Background: an optimization exercise with open tools, aiming at small area, a short achievable clock period and few clock cycles. Do not read the settings as production practice. Only simulation tests tie the RTL to the original design; equivalence was not proved. Power figures rest on the tool's default switching activity, not on a simulated workload.

// des
module  des(input clk,
            input des_enable,
            input reset,
            input des_mode,
            input [1:64] data_i,
            input [1:64] key_i,
            output wire [1:64] data_o,
            output reg ready_o);
	wire [1:32] L_i_var, R_i_var;
	wire [1:28] C0, D0;
	wire [1:32] f;
	wire [1:56] Key_next;
	reg [1:32] L, R;
	reg [1:48] A;
	reg [1:56] K;
	wire idle, active, one_l, one_r, two_l, two_r;
	IP IP1(.in(data_i), .L_i_var(L_i_var), .R_i_var(R_i_var));
	IP_ni IP_ni(.in({R, L}), .out(data_o));
	pc_1 pc_1(.key_i(key_i), .C0(C0), .D0(D0));
	des_f des_f1(.A(A), .f(f));
	key_get key_get(.K(K), .C0(C0), .D0(D0), .des_mode(des_mode), .idle(idle),
	                .one_l(one_l), .one_r(one_r), .two_l(two_l), .two_r(two_r),
	                .K_next(Key_next));
	wire [1:32] L_sel = idle ? R_i_var : (ready_o ? R : L);
	wire [1:32] g = f & {32{active}};
	wire [1:32] R_next = L_sel ^ g;
	wire [1:48] A_pre = expand(L_sel) ^ pc2(Key_next);
	always @(posedge clk) begin
		R <= R_next;
		A <= A_pre ^ expand(g);
		L <= idle ? L_i_var : (ready_o ? L : R);
		K <= Key_next;
	end
	contrl contrl1(.clk(clk), .reset(reset), .des_enable(des_enable), .des_mode(des_mode),
	               .idle(idle), .active(active), .ready_o(ready_o),
	               .one_l(one_l), .one_r(one_r), .two_l(two_l), .two_r(two_r));
	function [1:48] expand(input [1:32] x);
		expand = {x[32],x[1],x[2],x[3],x[4],x[5],
		          x[4],x[5],x[6],x[7],x[8],x[9],
		          x[8],x[9],x[10],x[11],x[12],x[13],
  ...
Size in the first run: ~1,400 cells after synthesis, ~180 flip-flops.
Settings: LEC_CHECK=0, CAP_MARGIN=20, CORE_MARGIN=2, CORE_UTILIZATION=40, PLACE_DENSITY=0.6, SETUP_SLACK_MARGIN=3.0, SLEW_MARGIN=20, TNS_END_PERCENT=0, BUFFER_PORTS_ARGS=-buffer_cell sky130_fd_sc_hd__buf_1; clock period 5.0 ns.
standard.sh (not shown) runs the stock make flow with config.mk's settings and CLKGATE_MAP_FILE= SYNTH_SCRIPT=/design/flow/synth_recipe.tcl, a recipe that flattens the netlist after the stock synthesis.
==> flow/flow/run.sh <==
#!/bin/bash
# The standard layout, with the port buffers that the standard flow puts on
# every input and output made as sky130_fd_sc_hd__buf_1 cells (plain buffers)
# instead of the delay buffers buffer_ports picks by default.
set -euo pipefail
echo 'export BUFFER_PORTS_ARGS = -buffer_cell sky130_fd_sc_hd__buf_1' >> config.mk
bash standard.sh > standard.log 2>&1
Testbench counts at the start, summed over its fixed seeds: cycles 43,200.
Change:
==> flow/run.sh (new file) <==
#!/bin/bash
# synth_recipe.tcl (not shown) runs the flow's synth.tcl, then flattens the netlist and writes it again
# the make line also repeats each setting of config.mk as NAME=value (left out here)
make -C /OpenROAD-flow-scripts/flow DESIGN_CONFIG=/design/flow/config.mk WORK_HOME=/design/flow/orfs CLKGATE_MAP_FILE= SYNTH_SCRIPT=/design/flow/synth_recipe.tcl finish
--- a/flow/config.mk
+++ b/flow/config.mk
@@ -11,5 +11,3 @@
 export PLACE_DENSITY = 0.6
-export SETUP_SLACK_MARGIN = 3.0
+export SETUP_SLACK_MARGIN = 2.8
 export SLEW_MARGIN = 20
-export TNS_END_PERCENT = 0
-export BUFFER_PORTS_ARGS = -buffer_cell sky130_fd_sc_hd__buf_1
removed: flow/flow/run.sh
removed: flow/standard.sh
The new run completed with no timing, DRC or antenna violations.
Hold slack is better by 0.14 ns.
Combinational power grows by about 24%.
Global-route usage grows by 0.29 points.
Change:
==> flow/flow/run.sh (new file) <==
#!/bin/bash
# The standard layout, with the port buffers that the standard flow puts on
# every input and output made as sky130_fd_sc_hd__buf_1 cells (plain buffers)
# instead of the delay buffers buffer_ports picks by default.
set -euo pipefail
echo 'export BUFFER_PORTS_ARGS = -buffer_cell sky130_fd_sc_hd__buf_1' >> config.mk
bash standard.sh > standard.log 2>&1
==> flow/standard.sh (new file) <==
#!/bin/bash
# synth_recipe.tcl (not shown) runs the flow's synth.tcl, then flattens the netlist and writes it again
# the make line also repeats each setting of config.mk as NAME=value (left out here)
make -C /OpenROAD-flow-scripts/flow DESIGN_CONFIG=/design/flow/config.mk WORK_HOME=/design/flow/orfs CLKGATE_MAP_FILE= SYNTH_SCRIPT=/design/flow/synth_recipe.tcl "${@:-finish}"
--- a/flow/config.mk
+++ b/flow/config.mk
@@ -7,7 +7,10 @@
 export LEC_CHECK = 0
+export ABC_AREA = 1
 export CAP_MARGIN = 20
 export CORE_MARGIN = 2
-export CORE_UTILIZATION = 40
-export PLACE_DENSITY = 0.6
-export SETUP_SLACK_MARGIN = 2.8
+export CORE_UTILIZATION = 60
+export PLACE_DENSITY = 0.75
+export SETUP_SLACK_MARGIN = 3.0
 export SLEW_MARGIN = 20
+export TNS_END_PERCENT = 0
+export BUFFER_PORTS_ARGS = -buffer_cell sky130_fd_sc_hd__buf_1
removed: flow/run.sh
After rerunning: The changed run went through all stages and came out clean. Global-route usage rises by 10 points. Total power rises by about 110%. Cell count rises by 24%. Sequential cell count does not change. Non-clock buffer count falls by 69. Register-to-register slack improved by 0.097 ns. Maximum frequency rises by about 4.6%. Final area falls by about 11%. Routed wire length rises by 2.5%. First-iteration DRC count rises by about 50%. Clock power is about the same.
Change:
--- a/flow/config.mk
+++ b/flow/config.mk
@@ -10,5 +10,5 @@
 export CORE_MARGIN = 2
-export CORE_UTILIZATION = 60
-export PLACE_DENSITY = 0.75
-export SETUP_SLACK_MARGIN = 3.0
+export CORE_UTILIZATION = 55
+export PLACE_DENSITY = 0.7
+export SETUP_SLACK_MARGIN = 3.6
 export SLEW_MARGIN = 20
What happened: Global-route usage shrinks by 1.1 points; clock-buffer cell count went down by 1; sequential share of layout area fell by 0.14 points; area after synthesis does not change.

==> re-timing with driven ports <==
Ports are ideal in the flow. The routed layouts listed here were re-timed in OpenROAD.
Step 1, drivers: a clkbuf_16 drives clk and a buf_2 each remaining input, both assumed.
Step 2, shift: input delay + t, output delay - t, t = (earliest + latest rising clock arrival at the registers) / 2. This alone moves slack from input paths to output paths.
Slacks: no drivers / after step 1 / after step 2; pairs: no drivers / after step 1.
run	t, ns	setup WS [ns]	clock arrival spread, ns	slew at the worst register clock pin (ns)	pins driven straight from the clock port
the first run	0.488	2.674 / 2.674 / 2.469	0.015 / 0.015	0.08 / 0.08	1
the second run	0.477	2.776 / 2.776 / 2.342	0.017 / 0.017	0.08 / 0.08	1
the third run	0.483	2.874 / 2.874 / 2.512	0.016 / 0.016	0.08 / 0.08	1
the fourth run	0.479	2.930 / 2.883 / 2.552	0.021 / 0.021	0.07 / 0.07	1
After both steps setup and hold are still met in every run listed. For the second run, which loses most, drivers alone change the setup slack by 0.000 ns; drivers and shift together by -0.434 ns.
